Background: an optimization exercise with open tools, aiming at a short achievable clock period and few clock cycles. Do not read the settings as production practice. Only simulation tests tie the RTL to the original design; equivalence was not proved. Power and IR drop assume default switching activity.

File: flow/design.v
module sccpu( clk, rst, instr, readdata, PC, MemWrite, aluout, writedata, reg_sel, reg_data, STOREwhb);
    input         clk;        
    input         rst;        
    input  [31:0] instr;      
    input  [31:0] readdata;   
    output [31:0] PC;         
    output        MemWrite;   
    output [31:0] aluout;     
    output [31:0] writedata;  
    input  [4:0]  reg_sel;    
    output [31:0] reg_data;   
    output [1:0]  STOREwhb;   
    integer i;
    reg  [31:0] pc_f;                  
    reg  [31:0] ir;                    
    reg  [31:0] pc_d4;                 
    reg  [31:0] rs_oh, rt_oh;          
    reg  [9:0]  pc_dlo;                
    reg         v_d;
    reg  [31:0] res_m, wd_m;           
    reg  [4:0]  dst_m;
    reg         rw_m, ld_m, mw_m;
    reg  [1:0]  whb_m;
    reg  [2:0]  ldt_m;
    reg  [31:0] rdbg;                  
    reg  [31:0] rf   [1:31];
    reg  [15:0] btb_v;
    reg  [5:0]  btb_tag [0:15];
    reg  [9:0]  btb_tgt [0:15];
    reg  [1:0]  btb_ctr [0:15];
    reg  [9:0]  ras [0:3];
    reg  [1:0]  ras_ptr;
    reg         u_en;
    reg  [3:0]  u_idx;
    reg  [5:0]  u_tag;
    reg  [9:0]  u_tgt;
    reg  [1:0]  u_ctr;
    assign PC        = pc_f;
    assign aluout    = res_m;
    assign writedata = wd_m;
    assign MemWrite  = mw_m;
    assign STOREwhb  = whb_m;
    assign reg_data  = rdbg;
    function [32:0] add32;             
        input [31:0] a, b;
        input        cin;
        reg   [31:0] g, p, gg, pp;
        integer k, d;
        begin
            g = a & b;
            p = a ^ b;
            gg = g;
            pp = p;
            gg[0] = g[0] | (p[0] & cin);
            for (d = 1; d < 32; d = d * 2)
                for (k = 31; k >= d; k = k - 1) begin
                    gg[k] = gg[k] | (pp[k] & gg[k-d]);
                    pp[k] = pp[k] & pp[k-d];
                end
            add32 = {gg[31], p ^ {gg[30:0], cin}};
        end
    endfunction
    function [29:0] inc30;             
        input [29:0] a;
        reg   [29:0] pp;
        integer k, d;
        begin
            pp = a;
            for (d = 1; d < 30; d = d * 2)
                for (k = 29; k >= d; k = k - 1)
                    pp[k] = pp[k] & pp[k-d];
            inc30 = a ^ {pp[28:0], 1'b1};
        end
    endfunction
    function [31:0] onehot;
        input [4:0] r;
        integer k;
        begin
            for (k = 0; k < 32; k = k + 1)
                onehot[k] = (r == k);
        end
    endfunction
    wire [3:0]  fidx  = pc_f[5:2];
    wire        fhit  = btb_v[fidx] & (btb_tag[fidx] == pc_f[11:6]);
    wire        ftake = fhit & btb_ctr[fidx][1];
    wire [31:0] pc_f4 = {inc30(pc_f[31:2]), pc_f[1:0]};
    wire [31:0] pred_btb = ftake ? {pc_f[31:12], btb_tgt[fidx], 2'b00} : pc_f4;
    wire [31:0] pred_ras = {pc_f[31:12], ras[ras_ptr - 2'd1], 2'b00};
    wire [31:0] pred_j   = {pc_f4[31:28], instr[25:0], 2'b00};
    wire        in_j     = (instr[31:27] == 5'b00001);             
    wire        in_ret   = (instr == 32'h03e00008);                
    wire [5:0]  op = ir[31:26];
    wire [5:0]  fn = ir[5:0];
    wire [4:0]  rs = ir[25:21];
    wire [4:0]  rt = ir[20:16];
    wire [4:0]  rd = ir[15:11];
    wire [4:0]  sa = ir[10:6];
    wire [15:0] imm = ir[15:0];
    wire rtype  = (op == 6'b000000);
    wire d_jr   = rtype & (fn == 6'b001000);
    wire d_jalr = rtype & (fn == 6'b001001);
    wire d_shf  = rtype & (fn[5:3] == 3'b000);      
    wire d_shi  = d_shf & ~fn[2];                    
    wire d_ar   = rtype & fn[5];                     
    wire d_j    = (op == 6'b000010);
    wire d_jal  = (op == 6'b000011);
    wire d_beq  = (op == 6'b000100);
    wire d_bne  = (op == 6'b000101);
    wire d_addi = (op == 6'b001000);
    wire d_slti = (op == 6'b001010);
    wire d_andi = (op == 6'b001100);
    wire d_ori  = (op == 6'b001101);
    wire d_lui  = (op == 6'b001111);
    wire d_load = op[5] & ~op[3];
    wire d_st   = op[5] &  op[3];
    wire d_br   = d_beq | d_bne;
    wire d_jmp  = d_j | d_jal;
    wire d_jrx  = d_jr | d_jalr;
    wire uses_rs = ~(d_jmp | d_lui | d_shi);
    wire uses_rt = rtype | d_br | d_st;
    wire wr_en   = (rtype & ~d_jr) | d_jal | d_addi | d_slti | d_andi | d_ori | d_lui | d_load;
    wire [4:0] dst = rtype ? rd : (d_jal ? 5'd31 : rt);
    wire rw_d    = wr_en & (dst != 5'd0);
    wire fa_m = rw_m & ~ld_m & (dst_m == rs);
    wire fb_m = rw_m & ~ld_m & (dst_m == rt);
    reg  [31:0] fa, fb, rf_a, rf_b;
    always @(*) begin
        rf_a = 32'd0;
        rf_b = 32'd0;
        for (i = 1; i < 32; i = i + 1) begin
            rf_a = rf_a | ({32{rs_oh[i]}} & rf[i]);
            rf_b = rf_b | ({32{rt_oh[i]}} & rf[i]);
        end
        fa = fa_m ? res_m : rf_a;
        fb = fb_m ? res_m : rf_b;
    end
    wire stall = v_d & ld_m & ((uses_rs & (rs == dst_m)) | (uses_rt & (rt == dst_m)));
    wire        zx    = d_andi | d_ori;
    wire [31:0] immx  = {{16{imm[15] & ~zx}}, imm};
    wire        use_i = ~rtype & ~d_br;
    wire [31:0] bv    = use_i ? immx : fb;
    wire        is_sub = (d_ar & (fn[1] | fn[3])) | d_slti;    
    wire [32:0] sum    = add32(fa, is_sub ? ~bv : bv, is_sub);
    wire        lt_s   = (fa[31] ^ bv[31]) ? fa[31] : sum[31];
    wire        lt_u   = ~sum[32];
    wire        lt     = (d_ar & fn[0]) ? lt_u : lt_s;
    reg  [31:0] lg;
    always @(*) begin
        case (rtype ? fn[1:0] : {1'b0, d_ori})
            2'b00: lg = fa & bv;
            2'b01: lg = fa | bv;
            2'b10: lg = fa ^ bv;
            default: lg = ~(fa | bv);
        endcase
    end
    wire [4:0]  shamt = fn[2] ? fa[4:0] : sa;
    wire [31:0] shl   = fb << shamt;
    wire [63:0] shr   = {{32{fn[0] & fb[31]}}, fb} >> shamt;
    wire sel_add = (d_ar & ~fn[3] & ~fn[2]) | d_addi | d_load | d_st;
    wire sel_slt = (d_ar & fn[3]) | d_slti;
    wire sel_lg  = (d_ar & ~fn[3] & fn[2]) | d_andi | d_ori;
    wire sel_shl = d_shf & ~fn[1];
    wire sel_shr = d_shf & fn[1];
    wire sel_lui = d_lui;
    wire sel_lnk = d_jal | d_jalr;
    wire [31:0] res = ({32{sel_add}} & sum[31:0])
                    | ({32{sel_slt}} & {31'd0, lt})
                    | ({32{sel_lg }} & lg)
                    | ({32{sel_shl}} & shl)
                    | ({32{sel_shr}} & shr[31:0])
                    | ({32{sel_lui}} & {imm, 16'd0})
                    | ({32{sel_lnk}} & pc_d4);
    wire [32:0] bt_s   = add32({2'b00, pc_d4[31:2]}, {{16{imm[15]}}, imm}, 1'b0);
    wire [31:0] bt_d   = {bt_s[29:0], 2'b00};
    wire [31:0] j_tgt  = {pc_d4[31:28], ir[25:0], 2'b00};
    wire        eq_rr  = (rf_a == rf_b);
    wire        eq_mr  = (res_m == rf_b);
    wire        eq_rm  = (rf_a == res_m);
    wire        eq     = (fa_m & fb_m) | (fa_m & ~fb_m & eq_mr) | (~fa_m & fb_m & eq_rm) | (~fa_m & ~fb_m & eq_rr);
    wire        taken  = (d_beq & eq) | (d_bne & ~eq);
    wire [31:0] nxt    = d_jrx ? fa : d_jmp ? j_tgt : taken ? bt_d : pc_d4;
    wire        ok_seq = (pc_f == pc_d4);
    wire        ok_br  = (pc_f == bt_d);
    wire        ok_j   = (pc_f == j_tgt);
    wire        ok_jr  = (pc_f == fa);
    wire        ok_e   = d_beq ? ok_br : ok_seq;
    wire        ok_n   = d_beq ? ok_seq : ok_br;
    wire        ok_nb  = d_jrx ? ok_jr : d_jmp ? ok_j : ok_seq;
    wire        ok     = d_br ? (eq ? ok_e : ok_n) : ok_nb;
    wire        go     = v_d & ~stall;
    wire        mispred = go & ~ok;
    wire [3:0]  didx = pc_dlo[3:0];
    wire        dhit = btb_v[didx] & (btb_tag[didx] == pc_dlo[9:4]);
    wire [1:0]  dctr = btb_ctr[didx];
    wire        nret = d_jr & (rs == 5'd31);
    wire        upd  = go & ((d_br & (taken | dhit)) | (d_jrx & ~nret));
    wire [1:0]  nctr = ~d_br ? 2'b11 :
                       ~dhit ? 2'b10 :
                       taken ? ((dctr == 2'b11) ? 2'b11 : dctr + 2'd1)
                             : ((dctr == 2'b00) ? 2'b00 : dctr - 2'd1);
    wire [9:0]  ntgt = d_jrx ? fa[11:2] : bt_d[11:2];
    wire        push = go & (d_jal | d_jalr);
    wire        pop  = go & nret;
    wire        fgo    = ~mispred & ~stall;
    wire [31:0] pc_reg = mispred ? nxt : stall ? pc_f : pred_btb;
    wire [31:0] pc_nx  = (fgo & in_j) ? pred_j : (fgo & in_ret) ? pred_ras : pc_reg;
    reg  [31:0] ld_val;
    always @(*) begin
        case (ldt_m)
            3'b000: ld_val = {{24{readdata[8*res_m[1:0]+7]}}, readdata[8*res_m[1:0] +: 8]};    
            3'b100: ld_val = {24'b0, readdata[8*res_m[1:0] +: 8]};                             
            3'b001: ld_val = {{16{readdata[16*res_m[1]+15]}}, readdata[16*res_m[1] +: 16]};    
            3'b101: ld_val = {16'b0, readdata[16*res_m[1] +: 16]};                             
            default: ld_val = readdata;                                                        
        endcase
    end
    wire [31:0] wdata = ld_m ? ld_val : res_m;
    wire [31:0] sel_oh = onehot(reg_sel);
    reg  [31:0] dbg;
    always @(*) begin
        dbg = 32'd0;
        for (i = 1; i < 32; i = i + 1)
            dbg = dbg | ({32{sel_oh[i]}} & rf[i]);
    end
    always @(posedge clk or posedge rst) begin
        if (rst) begin
            pc_f  <= 32'd0;
            v_d   <= 1'b0;
            rw_m  <= 1'b0;
            ld_m  <= 1'b0;
            mw_m  <= 1'b0;
        end else begin
            pc_f <= pc_nx;
            if (mispred)
                v_d <= 1'b0;
            else if (!stall)
                v_d <= 1'b1;
            rw_m <= go & rw_d;
            ld_m <= go & rw_d & d_load;
            mw_m <= go & d_st;
        end
    end
    always @(posedge clk) begin
        if (!stall) begin
            ir     <= instr;
            pc_d4  <= pc_f4;
            rs_oh  <= onehot(instr[25:21]);
            rt_oh  <= onehot(instr[20:16]);
            pc_dlo <= pc_f[11:2];
        end
        res_m <= res;
        wd_m  <= fb;
        dst_m <= dst;
        whb_m <= {op[2:0] == 3'b000, op[2:0] == 3'b001};    
        ldt_m <= op[2:0];
        rdbg  <= dbg;
    end
    always @(posedge clk or posedge rst) begin
        if (rst) begin
            for (i = 1; i < 32; i = i + 1)
                rf[i] <= 32'd0;
        end else if (rw_m) begin
            rf[dst_m] <= wdata;
        end
    end
    always @(posedge clk or posedge rst) begin
        if (rst) begin
            btb_v <= 16'd0;
            u_en  <= 1'b0;
        end else begin
            u_en <= upd;
            if (u_en)
                btb_v[u_idx] <= 1'b1;
        end
    end
    always @(posedge clk) begin
        u_idx <= didx;
        u_tag <= pc_dlo[9:4];
        u_tgt <= ntgt;
        u_ctr <= nctr;
        if (u_en) begin
            btb_ctr[u_idx] <= u_ctr;
            btb_tag[u_idx] <= u_tag;
            btb_tgt[u_idx] <= u_tgt;
        end
    end
    always @(posedge clk or posedge rst) begin
        if (rst) begin
            ras_ptr <= 2'd0;
            for (i = 0; i < 4; i = i + 1)
                ras[i] <= 10'd0;
        end else if (push) begin
            ras[ras_ptr] <= pc_d4[11:2];
            ras_ptr <= ras_ptr + 2'd1;
        end else if (pop) begin
            ras_ptr <= ras_ptr - 2'd1;
        end
    end
endmodule
File: flow/flow/run.sh
#!/bin/bash
# Standard ORFS flow via the standard.sh: the standard synthesis, then
# floorplan to final layout with timing repair asked to leave extra setup
# slack, so that the resizer works on the design's real paths.
set -euo pipefail
MARGIN=$(cat flow/margin.txt)
bash standard.sh synth > synth.log 2>&1
bash standard.sh SETUP_SLACK_MARGIN=$MARGIN finish > layout.log 2>&1
File: flow/flow/margin.txt
13.5
File: flow/standard.sh
#!/bin/bash
# synth_recipe.tcl (not shown) runs the flow's synth.tcl, then flattens the netlist and writes it again
# the make line also repeats each setting of config.mk as NAME=value (left out here)
make -C /OpenROAD-flow-scripts/flow DESIGN_CONFIG=/design/flow/config.mk WORK_HOME=/design/flow/orfs CLKGATE_MAP_FILE= SYNTH_SCRIPT=/design/flow/synth_recipe.tcl "${@:-finish}"
File: flow/config.mk
export PLATFORM = sky130hd
export DESIGN_NAME = sccpu
export DESIGN_NICKNAME = sccpu
export VERILOG_FILES = /design/flow/design.v
export SDC_FILE = /design/flow/constraint.sdc
export NUM_CORES = 8
export LEC_CHECK = 0
export CAP_MARGIN = 20
export CORE_MARGIN = 2
export CORE_UTILIZATION = 50
export SLEW_MARGIN = 20
File: flow/constraint.sdc
create_clock -name core_clock -period 18.0 [get_ports {clk}]
set_input_delay 3.6000 -clock core_clock [delete_from_list [all_inputs] [get_ports {clk}]]
set_output_delay 3.6000 -clock core_clock [all_outputs]
set_load 0.01 [all_outputs]
==> metrics.csv <==
stage;metric;value;unit
synth;synth_top_cell_by_area;dfrtp_1;
floorplan;num_rows;155;
place;hpwl;304000;um
floorplan;die_x;429;um
synth;syn_avg_cell_area;9.60;um2
clocking;numCtsBuffers;178;
place;postPlaceCellArea;95300;um2
outcome;status;aborted with a tool error;
clocking;cts_buffer_depth;3;
grt;grt_usage;68.9;%
synth;synthesis.area;90200;um2
synth;async_flop_share;66.2;%
synth;synthTopCellsByArea;dfrtp_1 30%, edfxtp_1 14%, a22oi_1 7.8%;
place;gp_congestion;1.06;
grt;overflow;2;
place;port_buffers;201;
outcome;stop_stage;global routing;
floorplan;die_h;429;um
synth;synth_nets;9604;
synth;synth_top_area_share;30.2;%
synth;yosys_warnings;3;
clocking;cts_sinks;1643;
synth;synth_edf_count;424;
floorplan;io_pins;202;
grt;grt_max_degree;90;
synth;ys_types;88;
synth;syn_inst;9394;
synth;ys.flop_type;dfrtp_1;
floorplan;initial_utilization;50.4;%
synth;synth-seq-cells;1643;
synth;yosysSeqAreaShare;47.2;%
outcome;stop_error;[ERROR GRT-0232] Routing congestion too high. Check the congestion heatmap in the GUI.;
clocking;root_buffer;clkbuf_16;
clocking;htreeDepth;4;
-- per-stage QoR --
step	util [%]	total power, uW	setup WS, ns	cells
CTS	65.3	15600	12.68	12500
detailed placement	53.3	10300	10.25	11500
global placement	53.3	10200	10.37	11500
floorplan	-	8160	-0.595	9394
-- cell families after synthesis --
| group | Yosys count | share of synthesized area (%) |
|---|---|---|
| flops | 1643 | 47.2 |
| xor+xnor | 353 | 3.43 |
| fa+ha+maj | 139 | 1.94 |
| compound gates | 3349 | 25.1 |
| simple gates | 2619 | 13.0 |
| mux | 325 | 5.10 |
| buf+inv | 966 | 4.17 |
-- power groups by stage --
stage          logic, uW  clock network (uW)  registers (uW)
4_1_cts             5880                3850            5850
2_1_floorplan       2720                   0            5440
3_3_place_gp        4140                   0            6050
3_5_place_dp        4210                   0            6050
-- layer usage --
metal  overflow  GRT usage (%)
met1          0           71.9
met2          0           81.2
met3          0           54.5
met4          0           66.0
met5          2           36.8
-- Yosys cell counts (32+ instances only) --
library cell,instances
edfxtp_1,424
dfrtp_1,1087
a22o_1,230
or4_1,44
nand4_1,199
ha_1,137
mux2_2,56
a222oi_1,134
nor3_1,84
a211oi_1,40
inv_1,130
nor2_1,371
mux2i_1,166
a221oi_1,252
o21ai_0,1228
xor2_1,150
a31oi_1,32
nor4_1,44
nand3_1,229
xnor2_1,203
nand2_1,1429
a21o_1,43
mux4_2,102
buf_2,86
and3_1,35
a21boi_0,36
a21oi_1,173
a22oi_1,941
buf_1,67
or3_1,39
dfxtp_1,132
o211ai_1,79
clkbuf_1,675
-- worst min path at each step --
| stage | endpoint | depth (start not counted) |
|---|---|---|
| after floorplan | ldt_m[1] | 0 |
| after CTS | u_tag[0] | 0 |
| after global placement | u_tag[0] | 0 |
| after detailed placement | u_tag[3] | 0 |
-- timing repair --
item,4_1_cts
gates cloned,155
resized for setup,2971
pin swaps,741
hold buffers,0
setup endpoints to repair,2193
setup buffers,546
Testbench counts, summed over its fixed seeds: cycles 66,607.
